Source: an optimization exercise on an open RTL-to-GDS flow (aim: a short achievable clock period and few clock cycles). Production flows keep margins and buffers that such runs may drop.
The RTL was checked by simulation tests, not by an equivalence proof against the original design.
Power is estimated from default activity; no workload was simulated.

File: flow/design.v
module	boothDigits (
	b,
	digits
);
input	[15:0]	b;
output	[23:0]	digits;
wire	[16:0]	bx = {b, 1'b0};
genvar	k;
generate
	for (k = 0; k < 8; k = k + 1) begin : gdig
		assign	digits[3*k]   = bx[2*k+1] ^ bx[2*k];
		assign	digits[3*k+1] = (bx[2*k+2] & ~bx[2*k+1] & ~bx[2*k]) |
					(~bx[2*k+2] & bx[2*k+1] & bx[2*k]);
		assign	digits[3*k+2] = bx[2*k+2];
	end
endgenerate
endmodule
module	cmp42 (
	x1,
	x2,
	x3,
	x4,
	s,
	c
);
input	[15:0]	x1, x2, x3, x4;
output	[15:0]	s, c;
wire	[15:0]	p12 = x1 ^ x2;
wire	[15:0]	p   = p12 ^ (x3 ^ x4);
wire	[15:0]	co  = (p12 & x3) | (~p12 & x1);
wire	[15:0]	ci  = {co[14:0], 1'b0};
wire	[15:0]	cc  = (p & ci) | (~p & x4);
assign	s = p ^ ci;
assign	c = {cc[14:0], 1'b0};
endmodule
module	mulTree (
	aL,
	aH,
	dL,
	dH,
	sq,
	s,
	c
);
input	[15:0]	aL;
input	[ 7:0]	aH;
input	[11:0]	dL;
input	[23:0]	dH;
input		sq;	 
output	[15:0]	s, c;
wire	[15:0]	row [0:7];
wire	[ 7:0]	neg = {dH[23], dH[20], dH[17], dH[14], dH[11], dH[8], dH[5], dH[2]};
genvar	k, i;
generate
	for (k = 0; k < 7; k = k + 1) begin : gbooth
		for (i = 0; i < 16; i = i + 1) begin : gbit
			wire	one = (i < 8 && k < 4) ? dL[3*k]   : dH[3*k];
			wire	two = (i < 8 && k < 4) ? dL[3*k+1] : dH[3*k+1];
			wire	ng  = (i < 8 && k < 4) ? dL[3*k+2] : dH[3*k+2];
			if (i < 2*k) begin : glo
				assign row[k][i] = (k > 0 && i == 2*k-2) ? neg[k-1] : 1'b0;
			end else if (i == 2*k) begin : gfirst
				assign row[k][i] = (one & (k < 4 ? aL[0] : aH[0])) ^ ng;
			end else begin : grest
				assign row[k][i] = ((one & (k < 4 ? aL[i-2*k] : aH[(i-2*k) % 8])) |
						    (two & (k < 4 ? aL[i-2*k-1] : aH[(i-2*k-1) % 8]))) ^ ng;
			end
		end
	end
endgenerate
wire	m0 = dH[21] & aH[0];
wire	m1 = (dH[21] & aH[1]) | (dH[22] & aH[0]);
assign	row[7] = {m1 ^ (dH[23] & m0), m0, 1'b0, neg[6], 12'b0};
wire	[15:0]	q0, q1, q2, q3, q4, q5, q6, q7;
sqRows	IsqRows (
	.x	(aL & {16{sq}}),
	.q0	(q0), .q1 (q1), .q2 (q2), .q3 (q3),
	.q4	(q4), .q5 (q5), .q6 (q6), .q7 (q7)
);
wire	[15:0]	s0, c0, s1, c1;
cmp42	Ic0 (row[0] | q0, row[1] | q1, row[2] | q2, row[3] | q3, s0, c0);
cmp42	Ic1 (row[4] | q4, row[5] | q5, row[6] | q6, row[7] | q7, s1, c1);
cmp42	Ic2 (s0, c0, s1, c1, s, c);
endmodule
module	sqRows (
	x,
	q0, q1, q2, q3, q4, q5, q6, q7
);
input	[15:0]	x;
output	[15:0]	q0, q1, q2, q3, q4, q5, q6, q7;
assign	q0 = {(x[0] & x[14]), x[7], (x[0] & x[12]), x[6], (x[0] & x[10]), x[5], (x[0] & x[8]), x[4], (x[0] & x[6]), x[3], (x[0] & x[4]), x[2], (x[0] & x[2]), x[1], 1'b0, x[0]};
assign	q1 = {(x[1] & x[13]), (x[0] & x[13]), (x[1] & x[11]), (x[0] & x[11]), (x[1] & x[9]), (x[0] & x[9]), (x[1] & x[7]), (x[0] & x[7]), (x[1] & x[5]), (x[0] & x[5]), (x[1] & x[3]), (x[0] & x[3]), 1'b0, (x[0] & x[1]), 1'b0, 1'b0};
assign	q2 = {(x[2] & x[12]), (x[1] & x[12]), (x[2] & x[10]), (x[1] & x[10]), (x[2] & x[8]), (x[1] & x[8]), (x[2] & x[6]), (x[1] & x[6]), (x[2] & x[4]), (x[1] & x[4]), 1'b0, (x[1] & x[2]), 1'b0, 1'b0, 1'b0, 1'b0};
assign	q3 = {(x[3] & x[11]), (x[2] & x[11]), (x[3] & x[9]), (x[2] & x[9]), (x[3] & x[7]), (x[2] & x[7]), (x[3] & x[5]), (x[2] & x[5]), 1'b0, (x[2] & x[3]), 1'b0, 1'b0, 1'b0, 1'b0, 1'b0, 1'b0};
assign	q4 = {(x[4] & x[10]), (x[3] & x[10]), (x[4] & x[8]), (x[3] & x[8]), (x[4] & x[6]), (x[3] & x[6]), 1'b0, (x[3] & x[4]), 1'b0, 1'b0, 1'b0, 1'b0, 1'b0, 1'b0, 1'b0, 1'b0};
assign	q5 = {(x[5] & x[9]), (x[4] & x[9]), (x[5] & x[7]), (x[4] & x[7]), 1'b0, (x[4] & x[5]), 1'b0, 1'b0, 1'b0, 1'b0, 1'b0, 1'b0, 1'b0, 1'b0, 1'b0, 1'b0};
assign	q6 = {(x[6] & x[8]), (x[5] & x[8]), 1'b0, (x[5] & x[6]), 1'b0, 1'b0, 1'b0, 1'b0, 1'b0, 1'b0, 1'b0, 1'b0, 1'b0, 1'b0, 1'b0, 1'b0};
assign	q7 = {1'b0, (x[6] & x[7]), 1'b0, 1'b0, 1'b0, 1'b0, 1'b0, 1'b0, 1'b0, 1'b0, 1'b0, 1'b0, 1'b0, 1'b0, 1'b0, 1'b0};
endmodule
module	simplecore (
	clk,
	nreset,
	iAddr,
	iData,
	dAddr,
	dIn,
	dOut,
	nRW
);
input		clk;
input		nreset;
output	[15:0]	iAddr;     
input	[15:0]	iData;     
output	[15:0]	dAddr;     
input	[15:0]	dIn;       
output	[15:0]	dOut;      
output		nRW;
reg	[15:0]	pc;		 
reg	[15:0]	fInst;		 
reg		refillTmp, refill;
reg	[ 1:0]	cond;
reg		cmpFlag;
reg		branchFlag;
reg		eSrWbEn;
reg		rAdd, rSub, rAnd, rOr, rMovA, rMovB, rMrs, rSh, rLd;
reg	[ 2:0]	shiftCtl;
reg		mulOEn;
reg	[ 3:0]	wbIdx;
reg		eWbEn;
reg		eIAregCtl;
reg		eDOutCtl;
reg	[15:0]	opA, opB;	 
reg	[15:0]	mulAL;
reg	[ 7:0]	mulAH;
reg	[11:0]	digL;		 
reg	[23:0]	digH;
reg	[15:0]	dAddrR, dOutR;	 
reg	[15:0]	mulRes;
reg		selMA, selMB;
reg		sqSel;
reg	[15:0]	shA;
reg	[ 3:0]	shB;
reg		shSelA, shSelB;
reg		memSelA, memSelB;
reg		wMul;		 
reg		nRWR;
reg		wEn;
reg	[ 3:0]	wIdx;
reg	[15:0]	wVal;
reg	[ 3:0]	sr;		 
reg	[16*15-1:0]	rf;		 
wire	zFlag = sr[2];
wire	execFlag = (cond == 2'd2) || (cond == 2'd0 && zFlag) ||
		   (cond == 2'd1 && ~zFlag);
wire	live     = execFlag & ~refill;
wire	flush    = branchFlag & live;
wire	wbEn     = eWbEn & live;
wire	srWbEn   = eSrWbEn & live;
wire	iAregCtl = eIAregCtl & live;
wire	[15:0]	A = selMA ? mulRes : opA;
wire	[15:0]	B = selMB ? mulRes : opB;
wire	[15:0]	sum = A + B;
wire	[16:0]	dif = {1'b0, A} - {1'b0, B};
wire	[ 3:0]	condFlag = {dif[15], ~|dif[15:0], dif[16],
			    (A[15] == B[15]) && (A[15] != dif[15])};
wire	[15:0]	shIn = shSelA ? mulRes : shA;
wire	[ 3:0]	amt  = shSelB ? mulRes[3:0] : shB;
wire	[31:0]	rot = {shIn, shIn} >> amt;
wire	[31:0]	asr = {{16{shIn[15]}}, shIn} >> amt;
reg	[15:0]	shiftOut;
always @(*)
begin
	casex (shiftCtl)
		3'b0??:	shiftOut = shIn << amt;
		3'b100:	shiftOut = shIn >> amt;
		3'b101:	shiftOut = asr[15:0];
		default: shiftOut = rot[15:0];
	endcase
end
wire	[15:0]	mS, mC;
mulTree	ImulTree (
	.aL		(mulAL		),
	.aH		(mulAH		),
	.dL		(digL		),
	.dH		(digH		),
	.sq		(sqSel		),
	.s		(mS		),
	.c		(mC		)
);
wire	[15:0]	mulOut = mS + mC;
wire	[15:0]	busWn = ({16{rAdd}}  & sum)        |
			({16{rSub}}  & dif[15:0])  |
			({16{rAnd}}  & (A & B))    |
			({16{rOr}}   & (A | B))    |
			({16{rMovA}} & A)          |
			({16{rMovB}} & B)          |
			({16{rMrs}}  & {sr, 12'b0}) |
			({16{rSh}}   & shiftOut);
wire	[15:0]	busWo = busWn | ({16{rLd}} & dIn);
assign	dAddr = memSelA ? mulRes : dAddrR;
assign	dOut  = memSelB ? mulRes : dOutR;
assign	nRW   = nRWR;
assign	iAddr = pc;
reg	[ 2:0]	instId;
always @(*)
begin
	casex (fInst[15:12])
		4'b00??: instId = 3'd0;
		4'b01??: instId = 3'd1;
		4'b100?: instId = 3'd2;
		4'b1010: instId = 3'd3;
		4'b1011: instId = 3'd4;
		4'b1111: instId = 3'd6;
		default: instId = 3'd5;
	endcase
end
wire	[ 2:0]	opcode = fInst[13:11];
wire	[ 3:0]	rs1Idx = fInst[ 3: 0];
wire	[ 3:0]	rs2Idx = {1'b0, fInst[ 6: 4]};
wire	[ 3:0]	rdIdx  = fInst[10: 7];
wire	isBranch = (instId == 3'd5);
wire	immFlag  = (instId == 3'd0);
wire	[15:0]	dImm = isBranch ? {{4{fInst[11]}}, fInst[11:0]} : {9'b0, fInst[6:0]};
wire	[ 1:0]	dCond = (isBranch && ~refill) ? fInst[13:12] : 2'd2;
wire	dCmpFlag = (fInst[15:11] == 5'b00101);
wire	dSrWbEn  = (fInst[15:11] == 5'b00110) || (fInst[15:11] == 5'b00101);
wire	dSrOEn   = (fInst[15:11] == 5'b00111);
reg	[ 2:0]	opTmp;
reg		dAluOEn, dShiftOEn, dMulOEn, dWbTmp, dIAreg, dDIn, dDOut;
always @(*)
begin
	{opTmp, dAluOEn, dShiftOEn, dMulOEn, dWbTmp, dIAreg, dDIn, dDOut} = 10'b0;
	case (instId)
		3'd0:   {opTmp, dAluOEn, dShiftOEn, dMulOEn, dWbTmp, dIAreg, dDIn, dDOut} = {opcode,  7'b1001000};
		3'd1:   {opTmp, dAluOEn, dShiftOEn, dMulOEn, dWbTmp, dIAreg, dDIn, dDOut} = {opcode,  7'b1001000};
		3'd2:   {opTmp, dAluOEn, dShiftOEn, dMulOEn, dWbTmp, dIAreg, dDIn, dDOut} = {3'b0,    7'b0101000};
		3'd3:   {opTmp, dAluOEn, dShiftOEn, dMulOEn, dWbTmp, dIAreg, dDIn, dDOut} = {3'd0, 7'b0001010};
		3'd4:  {opTmp, dAluOEn, dShiftOEn, dMulOEn, dWbTmp, dIAreg, dDIn, dDOut} = {3'd0, 7'b0000001};
		3'd5: {opTmp, dAluOEn, dShiftOEn, dMulOEn, dWbTmp, dIAreg, dDIn, dDOut} = {3'd1, 7'b1000100};
		3'd6:    {opTmp, dAluOEn, dShiftOEn, dMulOEn, dWbTmp, dIAreg, dDIn, dDOut} = {3'b0,    7'b0011000};
		default: ;
	endcase
end
reg	[ 2:0]	dAluCtl;
always @(*)
begin
	case (opTmp)
		3'd0: dAluCtl = immFlag ? 3'b001 : 3'b000;
		3'd1: dAluCtl = 3'b100;
		3'd2: dAluCtl = 3'b110;
		3'd3: dAluCtl = 3'b010;
		3'd4:  dAluCtl = 3'b011;
		3'd5: dAluCtl = 3'b110;
		default: dAluCtl = 3'b000;
	endcase
end
reg	[ 2:0]	dShiftCtl;
always @(*)
begin
	case (fInst[12:11])
		2'd0: dShiftCtl = 3'b000;
		2'd1: dShiftCtl = 3'b100;
		2'd2: dShiftCtl = 3'b101;
		default: dShiftCtl = 3'b110;
	endcase
end
wire	[ 3:0]	aIdx = immFlag ? rdIdx : (isBranch ? 4'd15 : rs1Idx);
wire	immOEn = immFlag | isBranch | (instId == 3'd3);
wire	[ 3:0]	bIdx = (instId == 3'd4) ? rdIdx : rs2Idx;
wire	[15:0]	pcInc = pc + 16'd2;
reg	[15:0]	rfA, rfB;
integer	k;
always @(*)
begin
	rfA = pcInc;
	rfB = pcInc;
	for (k = 0; k < 15; k = k + 1)
	begin
		if (aIdx == k)
			rfA = rf[k*16 +: 16];
		if (bIdx == k)
			rfB = rf[k*16 +: 16];
	end
end
wire	fwdA  = wbEn && (wbIdx == aIdx) && (aIdx != 4'd15);
wire	fwdB  = wbEn && (wbIdx == bIdx) && (bIdx != 4'd15);
wire	fwdWA = wEn && (wIdx == aIdx);
wire	fwdWB = wEn && (wIdx == bIdx);
wire	[15:0]	wV   = wMul ? mulRes : wVal;
wire	[15:0]	regA = fwdWA ? wV : rfA;
wire	[15:0]	regB = fwdWB ? wV : rfB;
wire	fwdMA = fwdA & mulOEn;
wire	fwdMB = fwdB & mulOEn & ~immOEn;
wire	fwdOA = fwdA & ~mulOEn;
wire	fwdOB = fwdB & ~mulOEn & ~immOEn;
wire	[15:0]	earlyB = immOEn ? dImm : regB;
wire	[15:0]	dOpA = fwdOA ? busWo : regA;
wire	[15:0]	dOpB = fwdOB ? busWo : earlyB;
wire	lateA  = fwdMA | (fwdOA & rLd);
wire	lateB  = fwdMB | (fwdOB & rLd);
wire	mcSelD = dMulOEn & (lateA | lateB);
wire	mcMul  = mcSelD & mulOEn;
wire	mcLd   = mcSelD & rLd;
wire	mbSwap = lateB & ~lateA;
wire	mbFwd  = dMulOEn & (mbSwap ? fwdOA : fwdOB);
wire	sqSelD = dMulOEn & lateA & lateB;
wire	[15:0]	dMulB = (mbFwd & ~sqSelD) ? busWn :
			((dMulOEn & ~sqSelD) ? (mbSwap ? regA : earlyB) : 16'b0);
wire	[23:0]	dDig;
boothDigits	IboothDigits (
	.b		(dMulB		),
	.digits		(dDig		)
);
wire	[15:0]	dMulA = mcLd ? dIn :
			((dMulOEn & fwdOA) ? busWn : (dMulOEn ? regA : 16'b0));
wire	isMem  = (instId == 3'd3) || (instId == 3'd4);
always @(posedge clk)
begin
	fInst	<= iData;
	opA	<= dOpA;
	opB	<= dOpB;
	mulAL	<= mcMul ? mulOut : dMulA;
	digL	<= dDig[11:0];
	dAddrR	<= (isMem & fwdOA) ? busWo : (isMem ? regA : 16'b0);
	dOutR	<= (isMem & fwdOB) ? busWo : (isMem ? earlyB : 16'b0);
	wEn	<= wbEn && (wbIdx != 4'd15);
	wIdx	<= wbIdx;
	wVal	<= busWo;
	wMul	<= mulOEn;
	mulRes	<= mulOut;
	selMA	<= fwdMA;
	selMB	<= fwdMB;
	shA	<= (dShiftOEn & fwdOA) ? busWo : (dShiftOEn ? regA : 16'b0);
	shB	<= (dShiftOEn & fwdOB) ? busWo[3:0] : (dShiftOEn ? earlyB[3:0] : 4'b0);
	shSelA	<= dShiftOEn & fwdMA;
	shSelB	<= dShiftOEn & fwdMB;
	memSelA	<= isMem & fwdMA;
	memSelB	<= isMem & fwdMB;
	sqSel	<= sqSelD;
	cmpFlag	<= dCmpFlag;
	rAdd	<= dAluOEn & (dAluCtl[2:1] == 2'b10);
	rSub	<= dAluOEn & (dAluCtl[2:1] == 2'b11);
	rAnd	<= dAluOEn & (dAluCtl == 3'b010);
	rOr	<= dAluOEn & (dAluCtl == 3'b011);
	rMovA	<= dAluOEn & (dAluCtl == 3'b000) & ~dSrOEn;
	rMovB	<= dAluOEn & (dAluCtl == 3'b001);
	rMrs	<= dAluOEn & (dAluCtl == 3'b000) & dSrOEn;
	rSh	<= dShiftOEn;
	rLd	<= dDIn;
	shiftCtl <= dShiftCtl;
	mulOEn	<= dMulOEn;
	wbIdx	<= rdIdx;
end
always @(posedge clk)
begin
	if (~nreset)
	begin
		pc		<= 16'b0;
		refillTmp	<= 1'b1;
		refill		<= 1'b1;
		cond		<= 2'd2;
		eSrWbEn		<= 1'b0;
		eWbEn		<= 1'b0;
		eIAregCtl	<= 1'b0;
		branchFlag	<= 1'b0;
		eDOutCtl	<= 1'b0;
		nRWR		<= 1'b0;
		sr		<= 4'b0;
		mulAH		<= 8'b0;
		digH		<= 24'b0;
	end
	else
	begin
		pc <= iAregCtl ? sum : pcInc;
		if (flush)
		begin
			refillTmp <= 1'b1;
			refill    <= 1'b1;
		end
		else
		begin
			refillTmp <= 1'b0;
			refill    <= refillTmp;
		end
		cond		<= dCond;
		branchFlag	<= isBranch;
		eSrWbEn		<= dSrWbEn;
		eWbEn		<= dWbTmp & ~dCmpFlag;
		eIAregCtl	<= dIAreg;
		eDOutCtl	<= dDOut;
		nRWR		<= dDOut & ~flush & ~refillTmp;
		mulAH		<= mcMul ? mulOut[7:0] : dMulA[7:0];
		digH		<= dDig;
		if (srWbEn)
			sr <= cmpFlag ? condFlag : A[15:12];
	end
end
integer	w;
always @(posedge clk)
	for (w = 0; w < 15; w = w + 1)
		if (wEn && wIdx == w)
			rf[w*16 +: 16] <= wV;
endmodule
File: flow/flow/run.sh
#!/bin/bash
# The standard layout (the standard.sh: the standard synthesis and the
# ORFS steps) with timing repair aimed well below the clock period: every
# repair_timing step works until the setup slack is SETUP_SLACK_MARGIN ns.
# The clock, constraints and all other settings are the design's.
set -euo pipefail
bash standard.sh SETUP_SLACK_MARGIN=9 finish > standard.log 2>&1
File: flow/standard.sh
#!/bin/bash
# synth_recipe.tcl (not shown) runs the flow's synth.tcl, then flattens the netlist and writes it again
# the make line also repeats each setting of config.mk as NAME=value (left out here)
make -C /OpenROAD-flow-scripts/flow DESIGN_CONFIG=/design/flow/config.mk WORK_HOME=/design/flow/orfs CLKGATE_MAP_FILE= SYNTH_SCRIPT=/design/flow/synth_recipe.tcl "${@:-finish}"
File: flow/config.mk
export PLATFORM = sky130hd
export DESIGN_NAME = simplecore
export DESIGN_NICKNAME = simplecore
export VERILOG_FILES = /design/flow/design.v
export SDC_FILE = /design/flow/constraint.sdc
export NUM_CORES = 4
export LEC_CHECK = 0
export ABC_CLOCK_PERIOD_IN_PS = 3000
export CAP_MARGIN = 20
export CORE_MARGIN = 2
export CORE_UTILIZATION = 40
export SETUP_SLACK_MARGIN = 5
export SLEW_MARGIN = 20
File: flow/constraint.sdc
create_clock -name core_clock -period 11.5 [get_ports {clk}]
set_input_delay 2.3000 -clock core_clock [delete_from_list [all_inputs] [get_ports {clk}]]
set_output_delay 2.3000 -clock core_clock [all_outputs]
set_load 0.01 [all_outputs]
==> impl_metrics.yaml <==
routing:
  routed_wl_um: 158000
  drcViolationCount: 0
  viasPerCell: 6.64
  antenna_left: 0
  first_pass_iters: 9
  vias: 33300
  detail_route.wl_per_cell_um: 31.5
  drtIter0Drc: 5061
yosys:
  yosysSeqAreaShare: 0.391
  synth_area_leaders: "edfxtp_1 23%, dfxtp_1 16%, xnor2_1 4.4%"
  async_flop_share: 0
  ys_ff_latch: 491
  syn_inst: 3399
  synth_top_cell_by_area: "edfxtp_1"
  synth_edf_count: 240
  synth-xor-area-share: 0.0586
  synth_flop_cell: "dfxtp_1"
  synth_top_area_frac: 0.230
  synth-simple-area-share: 0.136
  synth_fp_nets: 3515
  synth_compound_area_frac: 0.229
  syn-cell-area_um2: 31300
  synth_top_family_by_area: "compound AO/OA/AOI/OAI gates"
  yosys_warnings: 2
  synthMuxAreaShare: 0.0976
  synth_cell_type_count: 107
  avgSynthCellArea_um2: 9.20
  synth-adder-area-share: 0.0419
critical_path:
  slowest_delay_ps: 370
  crit_chain: "buf_4 -> nand2_1 -> nand3_1 -> o21ai_0 -> a21oi_2 -> maj3_2 -> and2_1 -> nor2_1 -> xnor2_2 -> ha_4 -> ha_4 -> ha_4 -> inv_1 -> o21bai_2 -> a21oi_4 -> o21bai_1 -> a21oi_2 -> o21ai_2 -> a21o_1 -> a21oi_2 -> xnor2_1 -> xnor2_1 -> o21a_1"
  cp_data_required_time_ps: 12000
  cp-end-kind: "flip-flop"
  r2r_end: "mulAL[15]$_DFF_P_"
  cp_num_buf_inv: 2
  rrSetupSlack_ps: 7340
  r2r-start: "mulAL[1]$_DFF_P_"
  crit_type: "flip-flop to flip-flop"
  reg2reg_depth: 23
  critPathArrivalTime_ps: 4660
  crit_family: "compound AO/OA/AOI/OAI gates"
  cp-start-kind: "flip-flop"
  cp_slowest_cell: "dfxtp_4"
  cp_max_fo: 6
run:
  max_cap_viol_count: 0
timing:
  clock_skew_ps: 36.4
  worst_slew_pin_slew_ps: 1190
  setup_viol: 0
  fmax_mhz: 241
  tns_ps: 0
  worst_slack_ps: 7340
  maxSlewViolCount: 0
  min_period_over_period: 0.361
  min_period_ps: 4160
  relSlewSlack: 0.203
  grt_setup_unrepaired: "true"
  hold_viol_final: 0
grt:
  grt_pass1_wl_um: 220000
  grt_max_degree: 32
  first_global_vias: 31000
  antenna_found_initial: 7
  grt_util_all_layers: 0.372
  overflow: 0
floorplan:
  rows: 102
  io_pins: 83
  die_w_um: 284
  coreArea_um2: 77500
  dieArea_um2: 80400
  dieHeight_um: 284
  initial_utilization: 0.404
power_and_ir_drop:
  powerDensity_nw_per_um2: 142
  p_sw_frac: 0.367
  cellLeakagePower_nw: 17.0
  switchingPower_mw: 2.38
  internal_power_mw: 4.11
  power.share.clock: 0.276
  ir_drop_v: 0.000124
  pwr-share-comb: 0.405
  pwr-share-seq: 0.319
placement:
  place_area_um2: 34100
  dp_hpwl_um: 102000
  dp_slack_ps: 6260
  gp_congestion: 1.04
  port_buffers: 82
clock_tree:
  clk_latency_ps: 640
  htreeDepth: 2
  cts_tree: "done"
  cts_buffer_depth: 3
  clkTransAtPathRegs_ps: 60
  root_buffer: "clkbuf_16"
  cts.sink_count: 491
  holdBufCountCts: 0
  cts-buffers-inserted: 54
cells_and_area:
  finish.utilization: 0.590
  final_cell_mix: "400 x buf_4, 273 x nand2_1, 240 x edfxtp_1"
  nFillCells: 6251
  drive_gt1_frac: 0.417
  multi_input_area_um2: 22600
  area_growth_pct: 46.1
  fin_nets: 4041
  seqCellArea_um2: 12400
  final_common_cell: "buf_4"
  finalInstanceArea_um2: 45700
min_path:
  hold_end: "wIdx[3]$_DFF_P_"
  hold_start: "wbIdx[3]$_DFF_P_"
  hp-class: "flip-flop to flip-flop"
  holdPathStages: 0
outcome:
  outcome: "timing/DRC/antenna clean"
layer usage:
layer | global-route usage | vias to the layer above | share of wire
li1 | - | 13800 | -
met1 | 0.460 | 16000 | 0.37
met2 | 0.560 | 2736 | 0.42
met3 | 0.109 | 783 | 0.12
met4 | 0.251 | 6 | 0.091
met5 | 0 | - | 0.00024
worst register-to-register path: stages, from the launching register on:
cell	delay, ps
dfxtp_4	370
buf_4	160
nand2_1	60
nand3_1	70
o21ai_0	120
a21oi_2	90
maj3_2	310
and2_1	170
nor2_1	200
xnor2_2	170
ha_4	250
ha_4	240
ha_4	300
inv_1	70
o21bai_2	200
a21oi_4	90
o21bai_1	180
a21oi_2	110
o21ai_2	160
a21o_1	150
a21oi_2	60
xnor2_1	180
xnor2_1	130
o21a_1	220
power by group through the flow:
stage	Sequential (mW)	Combinational, mW	Clock (mW)
after global routing	2.07	2.66	1.87
after floorplan	2.05	0.950	0
after CTS	2.06	2.20	1.80
final	2.07	2.63	1.80
after global placement	2.10	1.51	0
after detailed placement	2.10	1.51	0
synthesized netlist by cell type, types with 11 or more instances:
master,count
o22a_1,11
mux4_2,16
nand2b_1,23
o2111ai_1,11
and3_1,26
nand2_1,316
a31oi_1,34
a21boi_0,11
nor2_1,235
clkbuf_1,169
inv_1,116
nand3_1,63
xnor2_1,158
edfxtp_1,240
maj3_1,27
mux2_2,120
a211oi_1,50
nor3_1,68
dfxtp_1,251
o211ai_1,48
or3_1,20
a221oi_1,35
and2_1,41
o22ai_1,44
nor4_1,14
buf_1,21
a21o_1,26
o21bai_1,19
a211o_1,15
nand4_1,14
o21ai_0,203
ha_1,80
xor2_1,41
o31ai_1,14
a22o_1,12
a221o_1,15
o21a_1,26
buf_2,48
a21oi_1,250
mux2i_1,127
o221ai_1,30
a22oi_1,82
nor2b_1,27
a311oi_1,11
metrics by stage:
stage / hold WS (ps) / cells / total power [mW]
6_report: 426 / 5014 / 6.50
5_1_grt: 433 / 5010 / 6.60
4_1_cts: 411 / 4894 / 6.06
3_5_place_dp: 411 / 4351 / 3.61
3_3_place_gp: 409 / 4350 / 3.61
2_1_floorplan: 326 / 3399 / 3.00
kinds of logic (layout without fill, tap and decap cells):
group                      count (synthesis)  in the layout
DFF                                      491            491
muxes                                    267            269
adders and majority gates                109            109
other                                      0              4
and+or+nand+nor                          908            912
buffers and inverters                    360            925
AOI/OAI and AO/OA                       1061           1061
xor gates and xnor gates                 203            203
timing repair:
action / in CTS / in global routing
hold endpoints to repair: 0 / 0
endpoints found under the setup margin: 273 / 248
pin swaps: 235 / 183
gates resized for setup: 1052 / 283
gates cloned: 21 / 0
buffers inserted: 421 / 116
worst max path at each step:
stage,startpoint,endpoint,slack (ps),cells after the start
floorplan,mulAL[5]$_DFF_P_,mulAL[15]$_DFF_P_,7650,23
global placement,fInst[14]$_DFF_P_,mulAH[7]$_SDFF_PN0_,6180,12
detailed placement,fInst[14]$_DFF_P_,digH[10]$_SDFF_PN0_,6260,11
CTS,digL[1]$_DFF_P_,mulAL[15]$_DFF_P_,7470,21
global route,mulAL[1]$_DFF_P_,mulAL[15]$_DFF_P_,7200,23
finish,mulAL[1]$_DFF_P_,mulAL[15]$_DFF_P_,7340,23
flip-flops by register name (all words and copies together), names as in the netlist, 4 cells and up:
| signal | flops |
|---|---|
| dAddrR | 16 |
| mulAL | 16 |
| shB | 4 |
| wbIdx | 4 |
| dOutR | 16 |
| wVal | 16 |
| wIdx | 4 |
| pc | 16 |
| fInst | 16 |
| mulAH | 8 |
| mulRes | 16 |
| sr | 4 |
| opA | 16 |
| rf | 240 |
| digL | 12 |
| digH | 24 |
| opB | 16 |
| shA | 16 |
final cells by class:
| class | instances | area share |
|---|---|---|
| Antenna cell | 4 | 0.000219 |
| Clock buffer | 69 | 0.0330 |
| Clock inverter | 32 | 0.00728 |
| Inverter | 117 | 0.0107 |
| Multi-Input combinational cell | 2554 | 0.494 |
| Sequential cell | 491 | 0.272 |
| Tap cell | 1040 | 0.0285 |
| Timing Repair Buffer | 707 | 0.154 |
Testbench counts, summed over its fixed seeds: cycles 54,356.

[afterwards: timing with drivers on the ports]
The results above use ideal ports. As a check the final layout listed here was re-extracted and re-timed, cells and wires unchanged.
Step 1: set_driving_cell puts a clkbuf_16 on clk and a buf_2 on each other input, an assumption about the parent block.
Step 2 moves the port delays by t, midway between the first and last clock arrival at a register: inputs arrive t later, outputs are due t later. That takes back most of the time a late clock gives input paths.
Slacks: ideal / step 1 / step 2; pairs: ideal / step 1.
t, ns: 0.691
slack for setup (ns): 7.344 / 7.344 / 7.344
worst setup path after step 2: register to register
latest minus earliest clock arrival (ns): 0.037 / 0.036
worst slew at a driven data input, ns: 0.15
After both steps this run still meets setup and hold. The setup slack of this run moves by 0.000 ns with the drivers and by 0.000 ns with both steps.
